This design comes from an exercise in tuning for small area on the open sky130 flow, not from production work.
Function was checked by simulation only, so behaviour that the tests miss may differ from the original.

==> job 903: inputs <==
==> flow/design.v (excerpt) <==
module sysArr #(parameter COL = 16, bit_width = 8, acc_width = 16 ,data_width = 8 * COL,
   weight_width = 8 * COL, sum_width = 16 * COL)
(
    input clk,
    input active,
    input [data_width-1:0] datain,  
    input [weight_width-1:0] win,  
    input [sum_width-1:0] sumin,
    input [COL-1:0] wwrite,
    output wire [sum_width-1:0] maccout,
    output wire [COL-1:0] wwriteout,
    output wire [COL-1:0] activeout,
    output [data_width-1:0] dataout
);
    reg [2*COL-2:0] act_d;
    always @(posedge clk) act_d <= {act_d[2*COL-3:0], active};
    assign activeout = act_d[2*COL-2:COL-1];
    reg  [11:0] tr;
    wire [7:0]  x15 = datain[8*(COL-1) +: 8];
    wire [11:0] s_now = tr + {4'd0, x15};
    reg [11:0] s_d [0:COL-2];
    genvar r, c, k;
    generate
        wire [11:0] tap [0:COL-2];
        for (r = 0; r < COL; r = r + 1) begin : row
            reg [7:0] dd [0:COL-2];    
            reg [7:0] dout;
            always @(posedge clk) begin
                dd[0] <= datain[8*r +: 8];
                if (act_d[COL-2+r]) dout <= dd[COL-2];
            end
            for (k = 1; k < COL-1; k = k + 1) begin : sh
                always @(posedge clk) dd[k] <= dd[k-1];
            end
            assign dataout[8*r +: 8] = dout;
            if (r == COL-2) begin : nx_in
                assign tap[r] = {4'd0, datain[8*r +: 8]};
            end else if (r < COL-2) begin : nx_reg
                assign tap[r] = {4'd0, dd[COL-3-r]};
            end
        end
        wire [11:0] part [0:COL-2];
        assign part[0] = tap[0];
        for (r = 1; r < COL-1; r = r + 1) begin : psum
            assign part[r] = part[r-1] + tap[r];
        end
        always @(posedge clk) tr <= part[COL-2];
        always @(posedge clk) s_d[0] <= s_now;
        for (k = 1; k < COL-1; k = k + 1) begin : sdl
            always @(posedge clk) s_d[k] <= s_d[k-1];
        end
        for (c = 0; c < COL; c = c + 1) begin : col
            reg [COL-1:0] wwr;         
            reg [7:0] w0;              
            reg [7:0] wd [0:COL-2];    
            reg [15:0] acc;
            wire [15:0] prod;
            if (c == 0) begin : c0
  ...
export LEC_CHECK = 0
export CAP_MARGIN = 20
export CORE_MARGIN = 2
export CORE_UTILIZATION = 50
export SLEW_MARGIN = 20
create_clock -name core_clock -period 6.0 [get_ports {clk}]
standard.sh (not shown) runs the stock make flow with config.mk's settings and CLKGATE_MAP_FILE= SYNTH_SCRIPT=/design/flow/synth_recipe.tcl, a recipe that flattens the netlist after the stock synthesis.
==> flow/flow/run.sh <==
#!/bin/bash
# Standard ORFS flow, with three changes:
#  - after the standard synthesis, flow/faflip.py removes the inverters that
#    Yosys' full-adder extraction leaves between adder cells (a full adder is
#    self-dual, so flipping an adder's polarity removes them); registers are
#    untouched;
#  - ports are buffered with buf_1;
#  - the clock tree has no dummy loads, clkbuf_8 buffers and larger clusters.
set -euo pipefail
export BUFFER_PORTS_ARGS="-buffer_cell sky130_fd_sc_hd__buf_1"
export CTS_ARGS="-sink_clustering_enable -repair_clock_nets -dont_use_dummy_load -sink_clustering_size 20 -sink_clustering_max_diameter 50 -buf_list sky130_fd_sc_hd__clkbuf_8"
bash standard.sh synth > synth.log 2>&1
R=orfs/results/sky130hd/sysArr/base
cp $R/1_2_yosys.v $R/1_2_yosys.orig.v
python3 flow/faflip.py $R/1_2_yosys.orig.v $R/1_2_yosys.v > faflip.log 2>&1
rm -f $R/1_synth.odb $R/1_synth.sdc
bash standard.sh > standard.log 2>&1
Other scripts of this flow, unchanged in this note and not shown: flow/flow/faflip.py
==> inputs of job 4420, as changes to job 903 <==
--- a/flow/config.mk
+++ b/flow/config.mk
@@ -8,4 +8,4 @@
 export CAP_MARGIN = 20
 export CORE_MARGIN = 2
-export CORE_UTILIZATION = 50
+export CORE_UTILIZATION = 65
 export SLEW_MARGIN = 20
==> inputs of job 3902, as changes to job 903 <==
--- a/flow/flow/run.sh
+++ b/flow/flow/run.sh
@@ -9,5 +9,5 @@
 set -euo pipefail
 export BUFFER_PORTS_ARGS="-buffer_cell sky130_fd_sc_hd__buf_1"
-export CTS_ARGS="-sink_clustering_enable -repair_clock_nets -dont_use_dummy_load -sink_clustering_size 20 -sink_clustering_max_diameter 50 -buf_list sky130_fd_sc_hd__clkbuf_8"
+export CTS_ARGS="-sink_clustering_enable -repair_clock_nets -dont_use_dummy_load -sink_clustering_size 30 -sink_clustering_max_diameter 60 -buf_list sky130_fd_sc_hd__clkbuf_16"
 bash standard.sh synth > synth.log 2>&1
 R=orfs/results/sky130hd/sysArr/base
--- a/flow/config.mk
+++ b/flow/config.mk
@@ -8,4 +8,4 @@
 export CAP_MARGIN = 20
 export CORE_MARGIN = 2
-export CORE_UTILIZATION = 50
+export CORE_UTILIZATION = 65
 export SLEW_MARGIN = 20
==> notes.md <==
Register-to-register slack is about the same in job 903 and job 4420.
Between job 3902 and job 903, the lower maximum frequency is in job 3902 (gap about 0.4%, measured against job 903).
Between job 903 and job 3902, the lower critical path depth is in job 3902 (gap 4).
In job 903 the die area is higher than in job 4420, by 30%.
Between job 903 and job 4420, the lower global-route usage is in job 903 (gap 4.4 points).

---

==> inputs of 12-27 <==
sysArr, a different RTL version from the one above (not shown whole).
// sysArr
module sysArr #(parameter COL = 16, bit_width = 8, acc_width = 16 ,data_width = 8 * COL,
   weight_width = 8 * COL, sum_width = 16 * COL)
(
    input clk,
    input active,
    input [data_width-1:0] datain,  
    input [weight_width-1:0] win,  
    input [sum_width-1:0] sumin,
    input [COL-1:0] wwrite,
    output wire [sum_width-1:0] maccout,
    output wire [COL-1:0] wwriteout,
    output wire [COL-1:0] activeout,
    output [data_width-1:0] dataout
);
==> module sysArr, before the edit <==
module sysArr #(parameter COL = 16, bit_width = 8, acc_width = 16 ,data_width = 8 * COL,
   weight_width = 8 * COL, sum_width = 16 * COL)
(
    input clk,
    input active,
    input [data_width-1:0] datain,  
    input [weight_width-1:0] win,  
    input [sum_width-1:0] sumin,
    input [COL-1:0] wwrite,
    output wire [sum_width-1:0] maccout,
    output wire [COL-1:0] wwriteout,
    output wire [COL-1:0] activeout,
    output [data_width-1:0] dataout
);
    reg [2*COL-2:0] act_d;
    always @(posedge clk) act_d <= {act_d[2*COL-3:0], active};
    assign activeout = act_d[2*COL-2:COL-1];
    wire [11:0] s_now;
    reg [11:0] s_d [0:COL-2];
    genvar r, c, k;
    generate
        wire [11:0] tap [0:COL-1];
        for (r = 0; r < COL; r = r + 1) begin : row
            reg [7:0] dd [0:COL-2];    
            reg [7:0] dout;
            always @(posedge clk) begin
                dd[0] <= datain[8*r +: 8];
                if (act_d[COL-2+r]) dout <= dd[COL-2];
            end
            for (k = 1; k < COL-1; k = k + 1) begin : sh
                always @(posedge clk) dd[k] <= dd[k-1];
            end
            assign dataout[8*r +: 8] = dout;
            if (r == COL-1) begin : last
                assign tap[r] = {4'd0, datain[8*r +: 8]};
            end else begin : mid
                assign tap[r] = {4'd0, dd[COL-2-r]};
            end
        end
        wire [11:0] part [0:COL-1];
        assign part[0] = tap[0];
        for (r = 1; r < COL; r = r + 1) begin : acc
            assign part[r] = part[r-1] + tap[r];
        end
        assign s_now = part[COL-1];
        always @(posedge clk) s_d[0] <= s_now;
        for (k = 1; k < COL-1; k = k + 1) begin : sdl
            always @(posedge clk) s_d[k] <= s_d[k-1];
        end
        for (c = 0; c < COL; c = c + 1) begin : col
            reg [COL-1:0] wwr;         
            reg [7:0] w0;              
            reg [7:0] wd [0:COL-2];    
            reg [15:0] acc;
            wire [11:0] s = (c == 0) ? s_now : s_d[(c == 0) ? 0 : c-1];
            wire [15:0] prod = wd[COL-2] * s;
            always @(posedge clk) begin
                wwr <= {wwr[COL-2:0], wwrite[c]};
                if (wwrite[c] | wwr[0]) w0 <= win[8*c +: 8];
                wd[0] <= w0;
                if (act_d[COL-2+c]) acc <= prod;
            end
            for (k = 1; k < COL-1; k = k + 1) begin : sh
                always @(posedge clk) wd[k] <= wd[k-1];
            end
            assign wwriteout[c] = wwr[COL-1];
            assign maccout[16*c +: 16] = acc;
        end
    endgenerate
endmodule
Settings: LEC_CHECK=0, CAP_MARGIN=20, CORE_MARGIN=2, CORE_UTILIZATION=50, SLEW_MARGIN=20; clock period 6.0 ns.
run.sh (not shown) runs the stock make flow with config.mk's settings and CLKGATE_MAP_FILE= SYNTH_SCRIPT=/design/flow/synth_recipe.tcl, a recipe that flattens the netlist after the stock synthesis.
Stock flow here: none of the scripts above is used.
==> 05-11 (differences from 12-27) <==
--- a/flow/design.v
+++ b/flow/design.v
@@ -15,11 +15,13 @@
     reg [2*COL-2:0] act_d;
     always @(posedge clk) act_d <= {act_d[2*COL-3:0], active};
     assign activeout = act_d[2*COL-2:COL-1];
-    wire [11:0] s_now;
+    reg  [11:0] tr;
+    wire [7:0]  x15 = datain[8*(COL-1) +: 8];
+    wire [11:0] s_now = tr + {4'd0, x15};
     reg [11:0] s_d [0:COL-2];
     genvar r, c, k;
     generate
-        wire [11:0] tap [0:COL-1];
+        wire [11:0] tap [0:COL-2];
         for (r = 0; r < COL; r = r + 1) begin : row
             reg [7:0] dd [0:COL-2];    
             reg [7:0] dout;
@@ -31,18 +33,18 @@
                 always @(posedge clk) dd[k] <= dd[k-1];
             end
             assign dataout[8*r +: 8] = dout;
-            if (r == COL-1) begin : last
+            if (r == COL-2) begin : nx_in
                 assign tap[r] = {4'd0, datain[8*r +: 8]};
-            end else begin : mid
-                assign tap[r] = {4'd0, dd[COL-2-r]};
+            end else if (r < COL-2) begin : nx_reg
+                assign tap[r] = {4'd0, dd[COL-3-r]};
             end
         end
-        wire [11:0] part [0:COL-1];
+        wire [11:0] part [0:COL-2];
         assign part[0] = tap[0];
-        for (r = 1; r < COL; r = r + 1) begin : acc
+        for (r = 1; r < COL-1; r = r + 1) begin : psum
             assign part[r] = part[r-1] + tap[r];
         end
-        assign s_now = part[COL-1];
+        always @(posedge clk) tr <= part[COL-2];
         always @(posedge clk) s_d[0] <= s_now;
         for (k = 1; k < COL-1; k = k + 1) begin : sdl
             always @(posedge clk) s_d[k] <= s_d[k-1];
@@ -52,8 +54,12 @@
             reg [7:0] w0;              
             reg [7:0] wd [0:COL-2];    
             reg [15:0] acc;
-            wire [11:0] s = (c == 0) ? s_now : s_d[(c == 0) ? 0 : c-1];
-            wire [15:0] prod = wd[COL-2] * s;
+            wire [15:0] prod;
+            if (c == 0) begin : c0
+                assign prod = wd[COL-2] * tr + wd[COL-2] * x15;
+            end else begin : cn
+                assign prod = wd[COL-2] * s_d[c-1];
+            end
             always @(posedge clk) begin
                 wwr <= {wwr[COL-2:0], wwrite[c]};
                 if (wwrite[c] | wwr[0]) w0 <= win[8*c +: 8];
CTS_BUF_LIST = sky130_fd_sc_hd__clkbuf_4 sky130_fd_sc_hd__clkbuf_8   (was default)
==> 05-15 (differences from 12-27) <==
--- a/flow/design.v
+++ b/flow/design.v
@@ -15,11 +15,13 @@
     reg [2*COL-2:0] act_d;
     always @(posedge clk) act_d <= {act_d[2*COL-3:0], active};
     assign activeout = act_d[2*COL-2:COL-1];
-    wire [11:0] s_now;
+    reg  [11:0] tr;
+    wire [7:0]  x15 = datain[8*(COL-1) +: 8];
+    wire [11:0] s_now = tr + {4'd0, x15};
     reg [11:0] s_d [0:COL-2];
     genvar r, c, k;
     generate
-        wire [11:0] tap [0:COL-1];
+        wire [11:0] tap [0:COL-2];
         for (r = 0; r < COL; r = r + 1) begin : row
             reg [7:0] dd [0:COL-2];    
             reg [7:0] dout;
@@ -31,18 +33,18 @@
                 always @(posedge clk) dd[k] <= dd[k-1];
             end
             assign dataout[8*r +: 8] = dout;
-            if (r == COL-1) begin : last
+            if (r == COL-2) begin : nx_in
                 assign tap[r] = {4'd0, datain[8*r +: 8]};
-            end else begin : mid
-                assign tap[r] = {4'd0, dd[COL-2-r]};
+            end else if (r < COL-2) begin : nx_reg
+                assign tap[r] = {4'd0, dd[COL-3-r]};
             end
         end
-        wire [11:0] part [0:COL-1];
+        wire [11:0] part [0:COL-2];
         assign part[0] = tap[0];
-        for (r = 1; r < COL; r = r + 1) begin : acc
+        for (r = 1; r < COL-1; r = r + 1) begin : psum
             assign part[r] = part[r-1] + tap[r];
         end
-        assign s_now = part[COL-1];
+        always @(posedge clk) tr <= part[COL-2];
         always @(posedge clk) s_d[0] <= s_now;
         for (k = 1; k < COL-1; k = k + 1) begin : sdl
             always @(posedge clk) s_d[k] <= s_d[k-1];
@@ -52,8 +54,12 @@
             reg [7:0] w0;              
             reg [7:0] wd [0:COL-2];    
             reg [15:0] acc;
-            wire [11:0] s = (c == 0) ? s_now : s_d[(c == 0) ? 0 : c-1];
-            wire [15:0] prod = wd[COL-2] * s;
+            wire [15:0] prod;
+            if (c == 0) begin : c0
+                assign prod = wd[COL-2] * tr + wd[COL-2] * x15;
+            end else begin : cn
+                assign prod = wd[COL-2] * s_d[c-1];
+            end
             always @(posedge clk) begin
                 wwr <= {wwr[COL-2:0], wwrite[c]};
                 if (wwrite[c] | wwr[0]) w0 <= win[8*c +: 8];
==> flow/flow/run.sh (new file) <==
#!/bin/bash
# Standard ORFS flow with smaller port buffers and a leaner clock tree.
set -euo pipefail
export BUFFER_PORTS_ARGS="-buffer_cell sky130_fd_sc_hd__buf_1"
export CTS_ARGS="-sink_clustering_enable -repair_clock_nets -dont_use_dummy_load -sink_clustering_size 10 -sink_clustering_max_diameter 40 -buf_list sky130_fd_sc_hd__clkbuf_4"
bash standard.sh > standard.log 2>&1
==> flow/standard.sh (new file) <==
#!/bin/bash
# synth_recipe.tcl (not shown) runs the flow's synth.tcl, then flattens the netlist and writes it again
# the make line also repeats each setting of config.mk as NAME=value (left out here)
make -C /OpenROAD-flow-scripts/flow DESIGN_CONFIG=/design/flow/config.mk WORK_HOME=/design/flow/orfs CLKGATE_MAP_FILE= SYNTH_SCRIPT=/design/flow/synth_recipe.tcl "${@:-finish}"
removed: flow/run.sh
==> 03-13 (differences from 12-27) <==
--- a/flow/design.v
+++ b/flow/design.v
@@ -15,11 +15,13 @@
     reg [2*COL-2:0] act_d;
     always @(posedge clk) act_d <= {act_d[2*COL-3:0], active};
     assign activeout = act_d[2*COL-2:COL-1];
-    wire [11:0] s_now;
+    reg  [11:0] tr;
+    wire [7:0]  x15 = datain[8*(COL-1) +: 8];
+    wire [11:0] s_now = tr + {4'd0, x15};
     reg [11:0] s_d [0:COL-2];
     genvar r, c, k;
     generate
-        wire [11:0] tap [0:COL-1];
+        wire [11:0] tap [0:COL-2];
         for (r = 0; r < COL; r = r + 1) begin : row
             reg [7:0] dd [0:COL-2];    
             reg [7:0] dout;
@@ -31,18 +33,18 @@
                 always @(posedge clk) dd[k] <= dd[k-1];
             end
             assign dataout[8*r +: 8] = dout;
-            if (r == COL-1) begin : last
+            if (r == COL-2) begin : nx_in
                 assign tap[r] = {4'd0, datain[8*r +: 8]};
-            end else begin : mid
-                assign tap[r] = {4'd0, dd[COL-2-r]};
+            end else if (r < COL-2) begin : nx_reg
+                assign tap[r] = {4'd0, dd[COL-3-r]};
             end
         end
-        wire [11:0] part [0:COL-1];
+        wire [11:0] part [0:COL-2];
         assign part[0] = tap[0];
-        for (r = 1; r < COL; r = r + 1) begin : acc
+        for (r = 1; r < COL-1; r = r + 1) begin : psum
             assign part[r] = part[r-1] + tap[r];
         end
-        assign s_now = part[COL-1];
+        always @(posedge clk) tr <= part[COL-2];
         always @(posedge clk) s_d[0] <= s_now;
         for (k = 1; k < COL-1; k = k + 1) begin : sdl
             always @(posedge clk) s_d[k] <= s_d[k-1];
@@ -52,8 +54,12 @@
             reg [7:0] w0;              
             reg [7:0] wd [0:COL-2];    
             reg [15:0] acc;
-            wire [11:0] s = (c == 0) ? s_now : s_d[(c == 0) ? 0 : c-1];
-            wire [15:0] prod = wd[COL-2] * s;
+            wire [15:0] prod;
+            if (c == 0) begin : c0
+                assign prod = wd[COL-2] * tr + wd[COL-2] * x15;
+            end else begin : cn
+                assign prod = wd[COL-2] * s_d[c-1];
+            end
             always @(posedge clk) begin
                 wwr <= {wwr[COL-2:0], wwrite[c]};
                 if (wwrite[c] | wwr[0]) w0 <= win[8*c +: 8];
==> notes.md <==
Sequential share of layout area: 05-11 < 03-13 < 12-27 < 05-15.
In 05-15 the final area is lower than in 05-11, by 7.3%.
The lowest maximum frequency belongs to 12-27, the highest to 05-15.
The lowest wire length belongs to 12-27, the highest to 05-11.
Critical path depth is the same in 05-11 and 03-13.
In die area, 03-13 and 05-11 do not differ.
In 03-13 the count of clock-buffer cells in the layout is higher than in 12-27, by 11.
05-11 produced a clean layout. 05-15 passed the timing, DRC and antenna checks. 12-27 finished with negative setup slack left. 03-13 completed with no timing, DRC or antenna violations.

==> separate check: timing with driven ports <==
The results above use ideal ports. As a check the final layouts listed here were re-extracted and re-timed, cells and wires unchanged.
Step 1: set_driving_cell puts a clkbuf_16 on clk and a buf_2 on each other input, an assumption about the parent block.
Step 2, shift: input delay + t, output delay - t, t = (earliest + latest rising clock arrival at the registers) / 2. This alone moves slack from input paths to output paths.
a / b / c = ideal / step 1 / step 2; a / b = the first two.
run | t (ns) | setup slack, ns | worst hold slack (ns) | slew at the worst register clock pin (ns) | cell pins on the clock port's net
job 903 | 1.105 | 0.281 / 0.281 / -0.323 | 0.214 / 0.161 / 0.223 | 0.11 / 0.11 | 1
job 4420 | 1.075 | 0.294 / 0.294 / -0.330 | 0.206 / 0.177 / 0.206 | 0.12 / 0.12 | 1
job 3902 | 0.923 | 0.260 / 0.260 / -0.446 | 0.258 / 0.258 / 0.258 | 0.11 / 0.11 | 1
12-27 | 1.013 | -2.847 / -2.810 / -3.779 | 0.273 / 0.273 / 0.273 | 0.07 / 0.07 | 1
05-11 | 1.248 | 0.240 / 0.310 / -0.938 | 0.254 / 0.254 / 0.254 | 0.08 / 0.08 | 1
05-15 | 1.474 | 0.297 / 0.297 / -1.081 | 0.223 / 0.223 / 0.223 | 0.11 / 0.11 | 1
03-13 | 1.018 | 0.180 / 0.248 / -0.771 | 0.256 / 0.256 / 0.256 | 0.07 / 0.07 | 1
With both steps, setup timing fails in 6 of these runs, where it was met with ideal ports. The setup slack of 05-15, which loses most, moves by 0.000 ns with the drivers and by -1.378 ns with both steps.
